Context: an optimization exercise on an open-source flow, tuned for small area. The choices shown serve that exercise and are no tape-out recipe. Only simulation tests tie the RTL to the original design; equivalence was not proved. No activity file was given, so power comes from the tool's default toggle rates.

==> module COM_Filter, before the edit <==
module COM_Filter(CLK_50M,Rst_n,COM1_IPF_C,COM1_IPF_D);
input CLK_50M,Rst_n,COM1_IPF_C;
output reg COM1_IPF_D;
localparam [3:0] R1  = 4'd2;
localparam [3:0] POL = 4'b1010;
reg v;
reg  [3:0] s;
wire [3:0] b   = s ^ POL;
wire       a   = &b[2:0];
wire       sat = a & b[3];
wire       fb  = ~(b[3] ^ b[2]) | a;
always @(posedge CLK_50M)
 begin
  if(!Rst_n)
   begin v <= 1'b0; s <= 4'b1111 ^ POL; end
  else
   begin
    v <= COM1_IPF_C;
    s <= ((COM1_IPF_C ^ v) ? R1 : {b[2:0], fb}) ^ POL;
   end
  if(sat) COM1_IPF_D <= v;
 end
endmodule
export LEC_CHECK = 0
export CAP_MARGIN = 0
export CORE_MARGIN = 2
export CORE_UTILIZATION = 70
export PLACE_DENSITY = 0.8
export SLEW_MARGIN = 0
create_clock -name core_clock -period 10.0 [get_ports {CLK_50M}]
standard.sh (not shown) runs the stock make flow with config.mk's settings and CLKGATE_MAP_FILE= SYNTH_SCRIPT=/design/flow/synth_recipe.tcl, a recipe that flattens the netlist after the stock synthesis.
==> flow/flow/run.sh <==
#!/bin/bash
# Standard ORFS layout (bash standard.sh) with changes made through ORFS's own knobs:
#  - port buffers are buf_1 cells;
#  - CTS uses only clkbuf_4 cells, leaf clusters of up to 10 sinks, and no dummy loads;
#  - after floorplan, logic cells that synthesis sized up are set back to drive 1.
# standard.sh's make output goes to standard.log; each step's log is under orfs/logs/.
set -euo pipefail
export BUFFER_PORTS_ARGS="-buffer_cell sky130_fd_sc_hd__buf_1"
export CTS_ARGS="-sink_clustering_enable -repair_clock_nets -dont_use_dummy_load -buf_list sky130_fd_sc_hd__clkbuf_4 -root_buf sky130_fd_sc_hd__clkbuf_4 -sink_clustering_size 10 -sink_clustering_max_diameter 50"
export POST_FLOORPLAN_TCL="$PWD/flow/downsize.tcl"
bash standard.sh > standard.log 2>&1
==> flow/flow/downsize.tcl <==
# Hook run after floorplan (POST_FLOORPLAN_TCL): synthesis sizes some logic cells up for
# fanout; put every combinational cell back to its drive-1 variant. Flip-flops and clock
# cells are left alone. The resizer's later repair_design fixes any slew or cap it needs.
set n 0
foreach inst [[ord::get_db_block] getInsts] {
  set m [[$inst getMaster] getName]
  if {![regexp {^sky130_fd_sc_hd__(\w+)_(\d+)$} $m -> base drv]} { continue }
  if {$drv <= 1} { continue }
  if {[regexp {^(df|edf|sdf|dl|clk|conb|tap|fill|decap)} $base]} { continue }
  set new "sky130_fd_sc_hd__${base}_1"
  if {[get_lib_cells -quiet $new] eq ""} { continue }
  replace_cell [$inst getName] $new
  incr n
}
puts "downsize.tcl: $n cells set to drive 1"
Edit:
--- a/flow/design.v
+++ b/flow/design.v
@@ -305,13 +305,13 @@
 wire       fb  = ~(b[3] ^ b[2]) | a;
 always @(posedge CLK_50M)
  begin
   if(!Rst_n)
-   begin v <= 1'b0; s <= 4'b1111 ^ POL; end
+   begin v <= 1'b0; s <= 4'b1111 ^ POL; COM1_IPF_D <= 1'b0; end
   else
    begin
     v <= COM1_IPF_C;
     s <= ((COM1_IPF_C ^ v) ? R1 : {b[2:0], fb}) ^ POL;
+    if(sat) COM1_IPF_D <= v;
    end
-  if(sat) COM1_IPF_D <= v;
  end
 endmodule
Worst setup slack improves by 0.0060 ns. Sequential cell count is unchanged. Combinational power increases slightly. Register-to-register slack improves by 0.04 ns. Final area barely changes.

* * *

Inverter_25Hz again, from the RTL that the note above started with.
==> module PWM_drive, before the edit <==
module PWM_drive(CLK_50M,Rst_n,
                 R_PWM_LH_D,R_PWM_RH_D,
					  I_PWM1_LL_D,I_PWM1_LH_D,I_PWM1_RL_D,I_PWM1_RH_D,
					  I_PWM2_LL_D,I_PWM2_LH_D,I_PWM2_RL_D,I_PWM2_RH_D,
					  BusOvp,IP_Ocp,InvOcp1,OP_Ovp1,InvOcp2,OP_Ovp2,
					  Reset_D,CPLD1,
					  R_PWM_LH,R_PWM_RH,
					  I_PWM1_LL,I_PWM1_LH,I_PWM1_RL,I_PWM1_RH,
					  I_PWM2_LL,I_PWM2_LH,I_PWM2_RL,I_PWM2_RH,
					  CP1
					  );
input CLK_50M,Rst_n;
input R_PWM_LH_D,R_PWM_RH_D;
input I_PWM1_LL_D,I_PWM1_LH_D,I_PWM1_RL_D,I_PWM1_RH_D;
input I_PWM2_LL_D,I_PWM2_LH_D,I_PWM2_RL_D,I_PWM2_RH_D;
input BusOvp,IP_Ocp,InvOcp1,OP_Ovp1,InvOcp2,OP_Ovp2,Reset_D,CPLD1;
output R_PWM_LH,R_PWM_RH;
output I_PWM1_LL,I_PWM1_LH,I_PWM1_RL,I_PWM1_RH;
output I_PWM2_LL,I_PWM2_LH,I_PWM2_RL,I_PWM2_RH;
output CP1;
reg PFC_EN1,PFC_EN2,INV1_ENE,INV2_ENE;
reg r_R_PWM_LH1,r_R_PWM_LH2,r_R_PWM_RH1,r_R_PWM_RH2;
reg r_I_PWM1_LH1,r_I_PWM1_RH1,r_I_PWM2_LH1,r_I_PWM2_RH1;
reg r_I_PWM1_LH2,r_I_PWM1_RH2,r_I_PWM2_LH2,r_I_PWM2_RH2;
always @(posedge CLK_50M)
 begin
  r_R_PWM_LH1<=R_PWM_LH_D; r_R_PWM_LH2<=r_R_PWM_LH1;
  r_R_PWM_RH1<=R_PWM_RH_D; r_R_PWM_RH2<=r_R_PWM_RH1;
  r_I_PWM1_LH1<=I_PWM1_LH_D; r_I_PWM1_LH2<=r_I_PWM1_LH1;
  r_I_PWM1_RH1<=I_PWM1_RH_D; r_I_PWM1_RH2<=r_I_PWM1_RH1;
  r_I_PWM2_LH1<=I_PWM2_LH_D; r_I_PWM2_LH2<=r_I_PWM2_LH1;
  r_I_PWM2_RH1<=I_PWM2_RH_D; r_I_PWM2_RH2<=r_I_PWM2_RH1;
 end
wire Rec_pos  = (~r_R_PWM_LH2 & r_R_PWM_LH1) | (~r_R_PWM_RH2 & r_R_PWM_RH1);
wire Inv1_pos = (~r_I_PWM1_LH2 & r_I_PWM1_LH1) | (~r_I_PWM1_RH2 & r_I_PWM1_RH1);
wire Inv2_pos = (~r_I_PWM2_LH2 & r_I_PWM2_LH1) | (~r_I_PWM2_RH2 & r_I_PWM2_RH1);
wire INV1_ENE_w = InvOcp1 & OP_Ovp1;
wire INV2_ENE_w = InvOcp2 & OP_Ovp2;
always @(posedge CLK_50M)
 begin
  if(!Rst_n)
   begin PFC_EN1<=1'b1; PFC_EN2<=1'b1; INV1_ENE<=1'b1; INV2_ENE<=1'b1; end
  else
   begin
    PFC_EN1 <= PFC_EN1 ? IP_Ocp : (Reset_D | (CPLD1 & Rec_pos & IP_Ocp));
    PFC_EN2 <= BusOvp & (PFC_EN2 | Rec_pos);
    INV1_ENE <= INV1_ENE_w & (INV1_ENE | Inv1_pos);
    INV2_ENE <= INV2_ENE_w & (INV2_ENE | Inv2_pos);
   end
 end
wire PWM_Pre1 = ~((I_PWM1_LL_D & I_PWM1_LH_D) | (I_PWM1_RL_D & I_PWM1_RH_D));
wire PWM_Pre2 = ~((I_PWM2_LL_D & I_PWM2_LH_D) | (I_PWM2_RL_D & I_PWM2_RH_D));
assign R_PWM_LH = PFC_EN1 & PFC_EN2 & R_PWM_LH_D;
assign R_PWM_RH = PFC_EN1 & PFC_EN2 & R_PWM_RH_D;
assign I_PWM1_LL = I_PWM1_LL_D;
assign I_PWM1_LH = INV1_ENE & PWM_Pre1 & I_PWM1_LH_D;
assign I_PWM1_RL = I_PWM1_RL_D;
assign I_PWM1_RH = INV1_ENE & PWM_Pre1 & I_PWM1_RH_D;
assign I_PWM2_LL = I_PWM2_LL_D;
assign I_PWM2_LH = INV2_ENE & PWM_Pre2 & I_PWM2_LH_D;
assign I_PWM2_RL = I_PWM2_RL_D;
assign I_PWM2_RH = INV2_ENE & PWM_Pre2 & I_PWM2_RH_D;
assign CP1 = PFC_EN1;
endmodule
export LEC_CHECK = 0
export CAP_MARGIN = 0
export CORE_MARGIN = 2
export CORE_UTILIZATION = 70
export PLACE_DENSITY = 0.8
export SLEW_MARGIN = 0
create_clock -name core_clock -period 10.0 [get_ports {CLK_50M}]
==> flow/flow/run.sh <==
#!/bin/bash
# Standard ORFS layout (bash standard.sh) with changes made through ORFS's own knobs:
#  - port buffers are buf_1 cells;
#  - CTS uses only clkbuf_4 cells, leaf clusters of up to 11 sinks, and no dummy loads;
#  - after floorplan, logic cells that synthesis sized up are set back to drive 1.
# standard.sh's make output goes to standard.log; each step's log is under orfs/logs/.
set -euo pipefail
export BUFFER_PORTS_ARGS="-buffer_cell sky130_fd_sc_hd__buf_1"
export CTS_ARGS="-sink_clustering_enable -repair_clock_nets -dont_use_dummy_load -buf_list sky130_fd_sc_hd__clkbuf_4 -root_buf sky130_fd_sc_hd__clkbuf_4 -sink_clustering_size 11 -sink_clustering_max_diameter 45"
export POST_FLOORPLAN_TCL="$PWD/flow/downsize.tcl"
bash standard.sh > standard.log 2>&1
Scripts as last shown in full above: flow/flow/downsize.tcl
Then changed:
--- a/flow/design.v
+++ b/flow/design.v
@@ -106,23 +106,19 @@
 output I_PWM1_LL,I_PWM1_LH,I_PWM1_RL,I_PWM1_RH;
 output I_PWM2_LL,I_PWM2_LH,I_PWM2_RL,I_PWM2_RH;
 output CP1;
 reg PFC_EN1,PFC_EN2,INV1_ENE,INV2_ENE;
-reg r_R_PWM_LH1,r_R_PWM_LH2,r_R_PWM_RH1,r_R_PWM_RH2;
-reg r_I_PWM1_LH1,r_I_PWM1_RH1,r_I_PWM2_LH1,r_I_PWM2_RH1;
-reg r_I_PWM1_LH2,r_I_PWM1_RH2,r_I_PWM2_LH2,r_I_PWM2_RH2;
+reg r_R_PWM_LH1,r_R_PWM_RH1,r_I_PWM1_LH1,r_I_PWM1_RH1,r_I_PWM2_LH1,r_I_PWM2_RH1;
+reg Rec_pos,Inv1_pos,Inv2_pos;
 always @(posedge CLK_50M)
  begin
-  r_R_PWM_LH1<=R_PWM_LH_D; r_R_PWM_LH2<=r_R_PWM_LH1;
-  r_R_PWM_RH1<=R_PWM_RH_D; r_R_PWM_RH2<=r_R_PWM_RH1;
-  r_I_PWM1_LH1<=I_PWM1_LH_D; r_I_PWM1_LH2<=r_I_PWM1_LH1;
-  r_I_PWM1_RH1<=I_PWM1_RH_D; r_I_PWM1_RH2<=r_I_PWM1_RH1;
-  r_I_PWM2_LH1<=I_PWM2_LH_D; r_I_PWM2_LH2<=r_I_PWM2_LH1;
-  r_I_PWM2_RH1<=I_PWM2_RH_D; r_I_PWM2_RH2<=r_I_PWM2_RH1;
+  r_R_PWM_LH1<=R_PWM_LH_D; r_R_PWM_RH1<=R_PWM_RH_D;
+  r_I_PWM1_LH1<=I_PWM1_LH_D; r_I_PWM1_RH1<=I_PWM1_RH_D;
+  r_I_PWM2_LH1<=I_PWM2_LH_D; r_I_PWM2_RH1<=I_PWM2_RH_D;
+  Rec_pos  <= (R_PWM_LH_D & ~r_R_PWM_LH1) | (R_PWM_RH_D & ~r_R_PWM_RH1);
+  Inv1_pos <= (I_PWM1_LH_D & ~r_I_PWM1_LH1) | (I_PWM1_RH_D & ~r_I_PWM1_RH1);
+  Inv2_pos <= (I_PWM2_LH_D & ~r_I_PWM2_LH1) | (I_PWM2_RH_D & ~r_I_PWM2_RH1);
  end
-wire Rec_pos  = (~r_R_PWM_LH2 & r_R_PWM_LH1) | (~r_R_PWM_RH2 & r_R_PWM_RH1);
-wire Inv1_pos = (~r_I_PWM1_LH2 & r_I_PWM1_LH1) | (~r_I_PWM1_RH2 & r_I_PWM1_RH1);
-wire Inv2_pos = (~r_I_PWM2_LH2 & r_I_PWM2_LH1) | (~r_I_PWM2_RH2 & r_I_PWM2_RH1);
 wire INV1_ENE_w = InvOcp1 & OP_Ovp1;
 wire INV2_ENE_w = InvOcp2 & OP_Ovp2;
 always @(posedge CLK_50M)
  begin
Result:
- The new run went through all stages and came out clean
- critical path depth shrinks by 1
- register-to-register slack gains 90 ps
- clock skew came out lower by 32 ps
- non-clock buffer count is unchanged
- total power drops by 1.2%
- area after synthesis came out lower by 1.1%
- sequential power drops by about 1%
- wire length barely changes
- maximum frequency falls by about 1.2%
- design area shrinks by 1.5%
- setup slack degrades by 56 ps
- global-route usage fell by 0.23 points
- core utilization goes down by 0.78 points

## re-timing with driven ports
Ports are ideal in the flow. The routed layouts listed here were re-timed in OpenROAD. Step 1, drivers: a clkbuf_16 drives CLK_50M and a buf_2 each remaining input, both assumed. Step 2 adds t to the input delays and takes it off the output delays; t is the mean of the earliest and latest rising clock arrival at the registers after step 1. Input paths then give back, and output paths get back, about the clock's delay inside the block. Three values: ideal, step 1, step 2; two values: the first two.
| run | t, ns | setup WS [ns] | worst setup path after step 2 | latest minus earliest clock arrival (ns) |
|---|---|---|---|---|
| the first run of note 1 | 0.603 | 5.229 / 5.206 / 5.206 | input to output | 0.049 / 0.049 |
| the second run of note 1 | 0.578 | 5.235 / 5.212 / 5.212 | input to output | 0.058 / 0.059 |
| the first run of note 2 | 0.587 | 5.229 / 5.206 / 5.206 | input to output | 0.049 / 0.049 |
| the second run of note 2 | 0.597 | 5.174 / 5.130 / 5.130 | input to output | 0.020 / 0.020 |
After both steps setup and hold are still met in every run listed. For the second run of note 2, which loses most, drivers alone change the setup slack by -0.044 ns; drivers and shift together by -0.044 ns.
